Context: an optimization exercise on an open-source flow, tuned for small area. The choices shown serve that exercise and are no tape-out recipe.
The RTL was checked by simulation tests, not by an equivalence proof against the original design.
Power figures rest on the tool's default switching activity, not on a simulated workload.

==> inputs of run a <==
Design profir, start of the top module:
module profir(
	input 			clock,
	input 			reset,
	input signed  [15:0] 	datain,
	input			din_enable,
	output         [5:0] 	coeffaddress,
	input signed  [35:0]	coeff0,
	input signed  [35:0]	coeff1,
	input signed  [35:0]	coeff2,
	input signed  [35:0]	coeff3,
	input signed  [35:0]	coeff4,
	input signed  [35:0]	coeff5,
	input signed  [35:0]	coeff6,
	input signed  [35:0]	coeff7,
	output signed [15:0]  dataout0,
	output signed [15:0]  dataout1,
	output signed [15:0]  dataout2,
	output signed [15:0]  dataout3,
	output signed [15:0]  dataout4,
	output signed [15:0]  dataout5,
	output signed [15:0]  dataout6,
	output signed [15:0]  dataout7
);
reg [15:0] ring [0:127];
reg [15:0] newx;
reg [6:0] tapidx;
reg [7:0] nvalid;
reg [6:0] remain;
reg [31:0] acc0, acc1, acc2, acc3, acc4, acc5, acc6, acc7;
wire [6:0] j = tapidx + {6'd0, din_enable};
wire t127 = (tapidx == 7'd127);
wire t0 = (tapidx == 7'd0);
wire jzero = din_enable ? t127 : t0;
wire [15:0] xnew = din_enable ? datain : newx;
wire [15:0] xm = jzero ? xnew : ring[127];
wire older = ({1'b0, tapidx} < nvalid);
wire use_x = din_enable ? (older | t127) : (older & (remain != 7'd0));
wire [15:0] x = use_x ? xm : 16'd0;
wire busy_next = din_enable | (remain > 7'd1);
wire [6:0] jm1 = j - 7'd1;
wire [6:0] jnext = busy_next ? jm1 : j;
assign coeffaddress = jnext[6:1];
wire hi = j[0];
wire keep = ~din_enable;
wire [17:0] m1 = {{2{x[15]}}, x};
wire [17:0] m2 = {x[15], x, 1'b0};
wire [17:0] m3 = m1 + m2;
wire [31:0] s0, s1, s2, s3, s4, s5, s6, s7;
profir_mac mac0(.x(x), .m1(m1), .m2(m2), .m3(m3), .c(hi ? coeff0[35:18] : coeff0[17:0]), .a({~(acc0[31:8] & {24{keep}}), acc0[7:0] | {8{~keep}}}), .y(s0));
profir_mac mac1(.x(x), .m1(m1), .m2(m2), .m3(m3), .c(hi ? coeff1[35:18] : coeff1[17:0]), .a({~(acc1[31:8] & {24{keep}}), acc1[7:0] | {8{~keep}}}), .y(s1));
profir_mac mac2(.x(x), .m1(m1), .m2(m2), .m3(m3), .c(hi ? coeff2[35:18] : coeff2[17:0]), .a({~(acc2[31:8] & {24{keep}}), acc2[7:0] | {8{~keep}}}), .y(s2));
profir_mac mac3(.x(x), .m1(m1), .m2(m2), .m3(m3), .c(hi ? coeff3[35:18] : coeff3[17:0]), .a({~(acc3[31:8] & {24{keep}}), acc3[7:0] | {8{~keep}}}), .y(s3));
  ...
==> flow/config.mk <==
export PLATFORM = sky130hd
export DESIGN_NAME = profir
export DESIGN_NICKNAME = profir
export VERILOG_FILES = /design/flow/design.v
export SDC_FILE = /design/flow/constraint.sdc
export NUM_CORES = 4
export LEC_CHECK = 0
export CAP_MARGIN = 20
export CELL_PAD_IN_SITES_DETAIL_PLACEMENT = 1
export CELL_PAD_IN_SITES_GLOBAL_PLACEMENT = 1
export CORE_MARGIN = 2
export CORE_UTILIZATION = 40
export PLACE_DENSITY = 0.5
export SLEW_MARGIN = 20
export SYNTH_HIERARCHICAL = 1
export SYNTH_MINIMUM_KEEP_SIZE = 0
==> flow/constraint.sdc <==
create_clock -name core_clock -period 13.0 [get_ports {clock}]
set_input_delay 2.6000 -clock core_clock [delete_from_list [all_inputs] [get_ports {clock}]]
set_output_delay 2.6000 -clock core_clock [all_outputs]
set_load 0.01 [all_outputs]
standard.sh (not shown) runs the stock make flow with config.mk's settings and CLKGATE_MAP_FILE= SYNTH_SCRIPT=/design/flow/synth_recipe.tcl, a recipe that flattens the netlist after the stock synthesis.
==> flow/flow/run.sh <==
#!/bin/bash
# The standard layout (the standard.sh, which runs the standard synthesis and
# ORFS to the final layout) with two changes to how it is built:
#  - the port buffers that placement inserts are the smallest buffer cell;
#  - clock tree synthesis clusters more registers per leaf buffer and inserts no
#    dummy loads.
# ORFS writes each step's full log under orfs/logs; make's own output goes to
# flow_make.log here.
set -euo pipefail
cd "$(dirname "$0")/.."
export BUFFER_PORTS_ARGS="-buffer_cell sky130_fd_sc_hd__buf_1"
export CTS_ARGS="-sink_clustering_enable -repair_clock_nets -dont_use_dummy_load -sink_clustering_size 30 -sink_clustering_max_diameter 80 -buf_list {sky130_fd_sc_hd__clkbuf_8 sky130_fd_sc_hd__clkbuf_16}"
bash standard.sh > flow_make.log 2>&1
==> inputs of run b, as changes to run a <==
--- a/flow/design.v
+++ b/flow/design.v
@@ -26,27 +26,28 @@
 reg [15:0] newx;
 reg [6:0] tapidx;
 reg [7:0] nvalid;
 reg [6:0] remain;
 reg [31:0] acc0, acc1, acc2, acc3, acc4, acc5, acc6, acc7;
 wire [6:0] j = tapidx + {6'd0, din_enable};
 wire t127 = (tapidx == 7'd127);
 wire t0 = (tapidx == 7'd0);
+wire busy = (remain != 7'd0);
 wire jzero = din_enable ? t127 : t0;
 wire [15:0] xnew = din_enable ? datain : newx;
 wire [15:0] xm = jzero ? xnew : ring[127];
 wire older = ({1'b0, tapidx} < nvalid);
-wire use_x = din_enable ? (older | t127) : (older & (remain != 7'd0));
+wire use_x = din_enable ? (older | t127) : (older & busy);
 wire [15:0] x = use_x ? xm : 16'd0;
 wire busy_next = din_enable | (remain > 7'd1);
 wire [6:0] jm1 = j - 7'd1;
 wire [6:0] jnext = busy_next ? jm1 : j;
 assign coeffaddress = jnext[6:1];
-wire hi = j[0];
+wire hi = tapidx[0] ^ ~busy;
 wire keep = ~din_enable;
 wire [17:0] m1 = {{2{x[15]}}, x};
 wire [17:0] m2 = {x[15], x, 1'b0};
 wire [17:0] m3 = m1 + m2;
 wire [31:0] s0, s1, s2, s3, s4, s5, s6, s7;
 profir_mac mac0(.x(x), .m1(m1), .m2(m2), .m3(m3), .c(hi ? coeff0[35:18] : coeff0[17:0]), .a({~(acc0[31:8] & {24{keep}}), acc0[7:0] | {8{~keep}}}), .y(s0));
 profir_mac mac1(.x(x), .m1(m1), .m2(m2), .m3(m3), .c(hi ? coeff1[35:18] : coeff1[17:0]), .a({~(acc1[31:8] & {24{keep}}), acc1[7:0] | {8{~keep}}}), .y(s1));
 profir_mac mac2(.x(x), .m1(m1), .m2(m2), .m3(m3), .c(hi ? coeff2[35:18] : coeff2[17:0]), .a({~(acc2[31:8] & {24{keep}}), acc2[7:0] | {8{~keep}}}), .y(s2));
@@ -101,18 +102,17 @@
 	input  [17:0] m3,
 	input  [17:0] c,
 	input  [31:0] a,
 	output [31:0] y
 );
 	wire e1_0 = ~c[1] & c[0];
 	wire e2_0 = c[1] & ~c[0];
 	wire e3_0 = c[1] & c[0];
-	wire pn0_0;
-	profir_pp pp0_0(.e1(e1_0), .e2(e2_0), .e3(e3_0), .a(m1[0]), .b(m2[0]), .c(m3[0]), .y(pn0_0));
+	wire pn0_0 = ~(c[0] & m1[0]);
 	wire pn0_1;
 	profir_pp pp0_1(.e1(e1_0), .e2(e2_0), .e3(e3_0), .a(m1[1]), .b(m2[1]), .c(m3[1]), .y(pn0_1));
 	wire pn0_2;
 	profir_pp pp0_2(.e1(e1_0), .e2(e2_0), .e3(e3_0), .a(m1[2]), .b(m2[2]), .c(m3[2]), .y(pn0_2));
 	wire pn0_3;
 	profir_pp pp0_3(.e1(e1_0), .e2(e2_0), .e3(e3_0), .a(m1[3]), .b(m2[3]), .c(m3[3]), .y(pn0_3));
 	wire pn0_4;
 	profir_pp pp0_4(.e1(e1_0), .e2(e2_0), .e3(e3_0), .a(m1[4]), .b(m2[4]), .c(m3[4]), .y(pn0_4));
@@ -140,18 +140,17 @@
 	profir_pp pp0_15(.e1(e1_0), .e2(e2_0), .e3(e3_0), .a(m1[15]), .b(m2[15]), .c(m3[15]), .y(pn0_15));
 	wire pn0_16;
 	profir_pp pp0_16(.e1(e1_0), .e2(e2_0), .e3(e3_0), .a(m1[16]), .b(m2[16]), .c(m3[16]), .y(pn0_16));
 	wire pn0_17;
 	profir_pp pp0_17(.e1(e1_0), .e2(e2_0), .e3(e3_0), .a(m1[17]), .b(m2[17]), .c(m3[17]), .y(pn0_17));
 	wire e1_1 = ~c[3] & c[2];
 	wire e2_1 = c[3] & ~c[2];
 	wire e3_1 = c[3] & c[2];
-	wire pn1_0;
-	profir_pp pp1_0(.e1(e1_1), .e2(e2_1), .e3(e3_1), .a(m1[0]), .b(m2[0]), .c(m3[0]), .y(pn1_0));
+	wire pn1_0 = ~(c[2] & m1[0]);
 	wire pn1_1;
 	profir_pp pp1_1(.e1(e1_1), .e2(e2_1), .e3(e3_1), .a(m1[1]), .b(m2[1]), .c(m3[1]), .y(pn1_1));
 	wire pn1_2;
 	profir_pp pp1_2(.e1(e1_1), .e2(e2_1), .e3(e3_1), .a(m1[2]), .b(m2[2]), .c(m3[2]), .y(pn1_2));
 	wire pn1_3;
 	profir_pp pp1_3(.e1(e1_1), .e2(e2_1), .e3(e3_1), .a(m1[3]), .b(m2[3]), .c(m3[3]), .y(pn1_3));
 	wire pn1_4;
 	profir_pp pp1_4(.e1(e1_1), .e2(e2_1), .e3(e3_1), .a(m1[4]), .b(m2[4]), .c(m3[4]), .y(pn1_4));
@@ -179,18 +178,17 @@
 	profir_pp pp1_15(.e1(e1_1), .e2(e2_1), .e3(e3_1), .a(m1[15]), .b(m2[15]), .c(m3[15]), .y(pn1_15));
 	wire pn1_16;
 	profir_pp pp1_16(.e1(e1_1), .e2(e2_1), .e3(e3_1), .a(m1[16]), .b(m2[16]), .c(m3[16]), .y(pn1_16));
 	wire pn1_17;
 	profir_pp pp1_17(.e1(e1_1), .e2(e2_1), .e3(e3_1), .a(m1[17]), .b(m2[17]), .c(m3[17]), .y(pn1_17));
 	wire e1_2 = ~c[5] & c[4];
 	wire e2_2 = c[5] & ~c[4];
 	wire e3_2 = c[5] & c[4];
-	wire pn2_0;
-	profir_pp pp2_0(.e1(e1_2), .e2(e2_2), .e3(e3_2), .a(m1[0]), .b(m2[0]), .c(m3[0]), .y(pn2_0));
+	wire pn2_0 = ~(c[4] & m1[0]);
 	wire pn2_1;
 	profir_pp pp2_1(.e1(e1_2), .e2(e2_2), .e3(e3_2), .a(m1[1]), .b(m2[1]), .c(m3[1]), .y(pn2_1));
 	wire pn2_2;
 	profir_pp pp2_2(.e1(e1_2), .e2(e2_2), .e3(e3_2), .a(m1[2]), .b(m2[2]), .c(m3[2]), .y(pn2_2));
 	wire pn2_3;
 	profir_pp pp2_3(.e1(e1_2), .e2(e2_2), .e3(e3_2), .a(m1[3]), .b(m2[3]), .c(m3[3]), .y(pn2_3));
 	wire pn2_4;
 	profir_pp pp2_4(.e1(e1_2), .e2(e2_2), .e3(e3_2), .a(m1[4]), .b(m2[4]), .c(m3[4]), .y(pn2_4));
@@ -218,18 +216,17 @@
 	profir_pp pp2_15(.e1(e1_2), .e2(e2_2), .e3(e3_2), .a(m1[15]), .b(m2[15]), .c(m3[15]), .y(pn2_15));
 	wire pn2_16;
 	profir_pp pp2_16(.e1(e1_2), .e2(e2_2), .e3(e3_2), .a(m1[16]), .b(m2[16]), .c(m3[16]), .y(pn2_16));
 	wire pn2_17;
 	profir_pp pp2_17(.e1(e1_2), .e2(e2_2), .e3(e3_2), .a(m1[17]), .b(m2[17]), .c(m3[17]), .y(pn2_17));
 	wire e1_3 = ~c[7] & c[6];
 	wire e2_3 = c[7] & ~c[6];
 	wire e3_3 = c[7] & c[6];
-	wire pn3_0;
-	profir_pp pp3_0(.e1(e1_3), .e2(e2_3), .e3(e3_3), .a(m1[0]), .b(m2[0]), .c(m3[0]), .y(pn3_0));
+	wire pn3_0 = ~(c[6] & m1[0]);
 	wire pn3_1;
 	profir_pp pp3_1(.e1(e1_3), .e2(e2_3), .e3(e3_3), .a(m1[1]), .b(m2[1]), .c(m3[1]), .y(pn3_1));
 	wire pn3_2;
 	profir_pp pp3_2(.e1(e1_3), .e2(e2_3), .e3(e3_3), .a(m1[2]), .b(m2[2]), .c(m3[2]), .y(pn3_2));
 	wire pn3_3;
 	profir_pp pp3_3(.e1(e1_3), .e2(e2_3), .e3(e3_3), .a(m1[3]), .b(m2[3]), .c(m3[3]), .y(pn3_3));
 	wire pn3_4;
 	profir_pp pp3_4(.e1(e1_3), .e2(e2_3), .e3(e3_3), .a(m1[4]), .b(m2[4]), .c(m3[4]), .y(pn3_4));
@@ -257,18 +254,17 @@
 	profir_pp pp3_15(.e1(e1_3), .e2(e2_3), .e3(e3_3), .a(m1[15]), .b(m2[15]), .c(m3[15]), .y(pn3_15));
 	wire pn3_16;
 	profir_pp pp3_16(.e1(e1_3), .e2(e2_3), .e3(e3_3), .a(m1[16]), .b(m2[16]), .c(m3[16]), .y(pn3_16));
 	wire pn3_17;
 	profir_pp pp3_17(.e1(e1_3), .e2(e2_3), .e3(e3_3), .a(m1[17]), .b(m2[17]), .c(m3[17]), .y(pn3_17));
 	wire e1_4 = ~c[9] & c[8];
 	wire e2_4 = c[9] & ~c[8];
 	wire e3_4 = c[9] & c[8];
-	wire pn4_0;
-	profir_pp pp4_0(.e1(e1_4), .e2(e2_4), .e3(e3_4), .a(m1[0]), .b(m2[0]), .c(m3[0]), .y(pn4_0));
+	wire pn4_0 = ~(c[8] & m1[0]);
 	wire pn4_1;
 	profir_pp pp4_1(.e1(e1_4), .e2(e2_4), .e3(e3_4), .a(m1[1]), .b(m2[1]), .c(m3[1]), .y(pn4_1));
 	wire pn4_2;
 	profir_pp pp4_2(.e1(e1_4), .e2(e2_4), .e3(e3_4), .a(m1[2]), .b(m2[2]), .c(m3[2]), .y(pn4_2));
 	wire pn4_3;
 	profir_pp pp4_3(.e1(e1_4), .e2(e2_4), .e3(e3_4), .a(m1[3]), .b(m2[3]), .c(m3[3]), .y(pn4_3));
 	wire pn4_4;
 	profir_pp pp4_4(.e1(e1_4), .e2(e2_4), .e3(e3_4), .a(m1[4]), .b(m2[4]), .c(m3[4]), .y(pn4_4));
@@ -296,18 +292,17 @@
 	profir_pp pp4_15(.e1(e1_4), .e2(e2_4), .e3(e3_4), .a(m1[15]), .b(m2[15]), .c(m3[15]), .y(pn4_15));
 	wire pn4_16;
 	profir_pp pp4_16(.e1(e1_4), .e2(e2_4), .e3(e3_4), .a(m1[16]), .b(m2[16]), .c(m3[16]), .y(pn4_16));
 	wire pn4_17;
 	profir_pp pp4_17(.e1(e1_4), .e2(e2_4), .e3(e3_4), .a(m1[17]), .b(m2[17]), .c(m3[17]), .y(pn4_17));
 	wire e1_5 = ~c[11] & c[10];
 	wire e2_5 = c[11] & ~c[10];
 	wire e3_5 = c[11] & c[10];
-	wire pn5_0;
-	profir_pp pp5_0(.e1(e1_5), .e2(e2_5), .e3(e3_5), .a(m1[0]), .b(m2[0]), .c(m3[0]), .y(pn5_0));
+	wire pn5_0 = ~(c[10] & m1[0]);
 	wire pn5_1;
 	profir_pp pp5_1(.e1(e1_5), .e2(e2_5), .e3(e3_5), .a(m1[1]), .b(m2[1]), .c(m3[1]), .y(pn5_1));
 	wire pn5_2;
 	profir_pp pp5_2(.e1(e1_5), .e2(e2_5), .e3(e3_5), .a(m1[2]), .b(m2[2]), .c(m3[2]), .y(pn5_2));
 	wire pn5_3;
 	profir_pp pp5_3(.e1(e1_5), .e2(e2_5), .e3(e3_5), .a(m1[3]), .b(m2[3]), .c(m3[3]), .y(pn5_3));
 	wire pn5_4;
 	profir_pp pp5_4(.e1(e1_5), .e2(e2_5), .e3(e3_5), .a(m1[4]), .b(m2[4]), .c(m3[4]), .y(pn5_4));
@@ -335,18 +330,17 @@
 	profir_pp pp5_15(.e1(e1_5), .e2(e2_5), .e3(e3_5), .a(m1[15]), .b(m2[15]), .c(m3[15]), .y(pn5_15));
 	wire pn5_16;
 	profir_pp pp5_16(.e1(e1_5), .e2(e2_5), .e3(e3_5), .a(m1[16]), .b(m2[16]), .c(m3[16]), .y(pn5_16));
 	wire pn5_17;
 	profir_pp pp5_17(.e1(e1_5), .e2(e2_5), .e3(e3_5), .a(m1[17]), .b(m2[17]), .c(m3[17]), .y(pn5_17));
 	wire e1_6 = ~c[13] & c[12];
 	wire e2_6 = c[13] & ~c[12];
 	wire e3_6 = c[13] & c[12];
-	wire pn6_0;
-	profir_pp pp6_0(.e1(e1_6), .e2(e2_6), .e3(e3_6), .a(m1[0]), .b(m2[0]), .c(m3[0]), .y(pn6_0));
+	wire pn6_0 = ~(c[12] & m1[0]);
 	wire pn6_1;
 	profir_pp pp6_1(.e1(e1_6), .e2(e2_6), .e3(e3_6), .a(m1[1]), .b(m2[1]), .c(m3[1]), .y(pn6_1));
 	wire pn6_2;
 	profir_pp pp6_2(.e1(e1_6), .e2(e2_6), .e3(e3_6), .a(m1[2]), .b(m2[2]), .c(m3[2]), .y(pn6_2));
 	wire pn6_3;
 	profir_pp pp6_3(.e1(e1_6), .e2(e2_6), .e3(e3_6), .a(m1[3]), .b(m2[3]), .c(m3[3]), .y(pn6_3));
 	wire pn6_4;
 	profir_pp pp6_4(.e1(e1_6), .e2(e2_6), .e3(e3_6), .a(m1[4]), .b(m2[4]), .c(m3[4]), .y(pn6_4));
@@ -374,18 +368,17 @@
 	profir_pp pp6_15(.e1(e1_6), .e2(e2_6), .e3(e3_6), .a(m1[15]), .b(m2[15]), .c(m3[15]), .y(pn6_15));
 	wire pn6_16;
 	profir_pp pp6_16(.e1(e1_6), .e2(e2_6), .e3(e3_6), .a(m1[16]), .b(m2[16]), .c(m3[16]), .y(pn6_16));
 	wire pn6_17;
 	profir_pp pp6_17(.e1(e1_6), .e2(e2_6), .e3(e3_6), .a(m1[17]), .b(m2[17]), .c(m3[17]), .y(pn6_17));
 	wire e1_7 = ~c[15] & c[14];
 	wire e2_7 = c[15] & ~c[14];
 	wire e3_7 = c[15] & c[14];
-	wire pn7_0;
-	profir_pp pp7_0(.e1(e1_7), .e2(e2_7), .e3(e3_7), .a(m1[0]), .b(m2[0]), .c(m3[0]), .y(pn7_0));
+	wire pn7_0 = ~(c[14] & m1[0]);
 	wire pn7_1;
 	profir_pp pp7_1(.e1(e1_7), .e2(e2_7), .e3(e3_7), .a(m1[1]), .b(m2[1]), .c(m3[1]), .y(pn7_1));
 	wire pn7_2;
 	profir_pp pp7_2(.e1(e1_7), .e2(e2_7), .e3(e3_7), .a(m1[2]), .b(m2[2]), .c(m3[2]), .y(pn7_2));
 	wire pn7_3;
 	profir_pp pp7_3(.e1(e1_7), .e2(e2_7), .e3(e3_7), .a(m1[3]), .b(m2[3]), .c(m3[3]), .y(pn7_3));
 	wire pn7_4;
 	profir_pp pp7_4(.e1(e1_7), .e2(e2_7), .e3(e3_7), .a(m1[4]), .b(m2[4]), .c(m3[4]), .y(pn7_4));
==> flow/flow/run.sh (replaced) <==
#!/bin/bash
# The standard layout (the standard.sh, which runs the standard synthesis and
# ORFS to the final layout) with two changes to how it is built:
#  - the port buffers that placement inserts are the smallest buffer cell;
#  - clock tree synthesis clusters more registers per leaf buffer and inserts no
#    dummy loads.
# ORFS writes each step's full log under orfs/logs; make's own output goes to
# flow_make.log here.
set -euo pipefail
cd "$(dirname "$0")/.."
export BUFFER_PORTS_ARGS="-buffer_cell sky130_fd_sc_hd__buf_1"
export CTS_ARGS="-sink_clustering_enable -repair_clock_nets -dont_use_dummy_load -sink_clustering_size 20 -sink_clustering_max_diameter 60 -buf_list {sky130_fd_sc_hd__clkbuf_8}"
bash standard.sh > flow_make.log 2>&1
==> comparison table <==
|  | run a | run b |
|---|---|---|
| Endpoint of the worst register-to-register path | acc5[31] | acc2[30] |
| Count of non-filler cells in the finished layout | 11.6k | 11.4k |
| Logic depth of the worst path, buffers included | 37 | 39 |
| Aggregate global-route resource usage | 24.2% | 24.8% |
| CP max-delay cell | sky130_fd_sc_hd__a222oi_1 | sky130_fd_sc_hd__xnor2_4 |
| Cells on worst reg2reg path | 41 | 37 |
| Final worst path period need | 12730 ps | 12710 ps |
| Horizontal die dimension | 505 µm | 504 µm |
| Worst flop-to-flop path startpoint | tapidx[2] | tapidx[5] |
| Combinational-cell power consumption | 10.3 mW | 6.68 mW |
| Maximum fanout encountered on the critical timing path | 93 | 23 |
| Logic inverters | 729 | 704 |
| Final #Nets | 10.1k | 9878 |
| Number of multi-input combinational cells | 4067 | 3983 |
| DR vias/cell | 5.76 | 5.79 |
| Final routed wirelength across all metal layers | 312000 µm | 317000 µm |
| Destination of the critical timing path | acc1[31] | acc2[30] |
| Detailed-router iteration count before antenna repair | 17 | 14 |
| CP peak stage delay | 930 ps | 540 ps |
| Result of the run | timing/DRC/antenna clean | timing/DRC/antenna clean |

[re-timing with driven ports]
In the flow no input, the clock included, has a driving cell. The finished layouts below were timed again as built, in two steps. Step 1 assumes that a clkbuf_16 drives the clock port and a buf_2 every other input. Step 2 moves the port delays by t, midway between the first and last clock arrival at a register: inputs arrive t later, outputs are due t later. That takes back most of the time a late clock gives input paths. Slacks: ideal ports / drivers / drivers and shift; pairs: ideal ports / drivers.
| run | shift t [ns] | setup slack, ns | hold WS [ns] | worst register clock-pin slew, ns |
|---|---|---|---|---|
| run a | 0.837 | 0.269 / 0.252 / -0.585 | 0.218 / 0.218 / 0.218 | 0.11 / 0.11 |
| run b | 1.040 | 0.291 / 0.295 / -0.746 | 0.202 / 0.202 / 0.202 | 0.12 / 0.12 |
Met with ideal ports but missed after step 2: setup timing in run a and run b. The setup slack of run b, which loses most, moves by +0.004 ns with the drivers and by -1.037 ns with both steps.
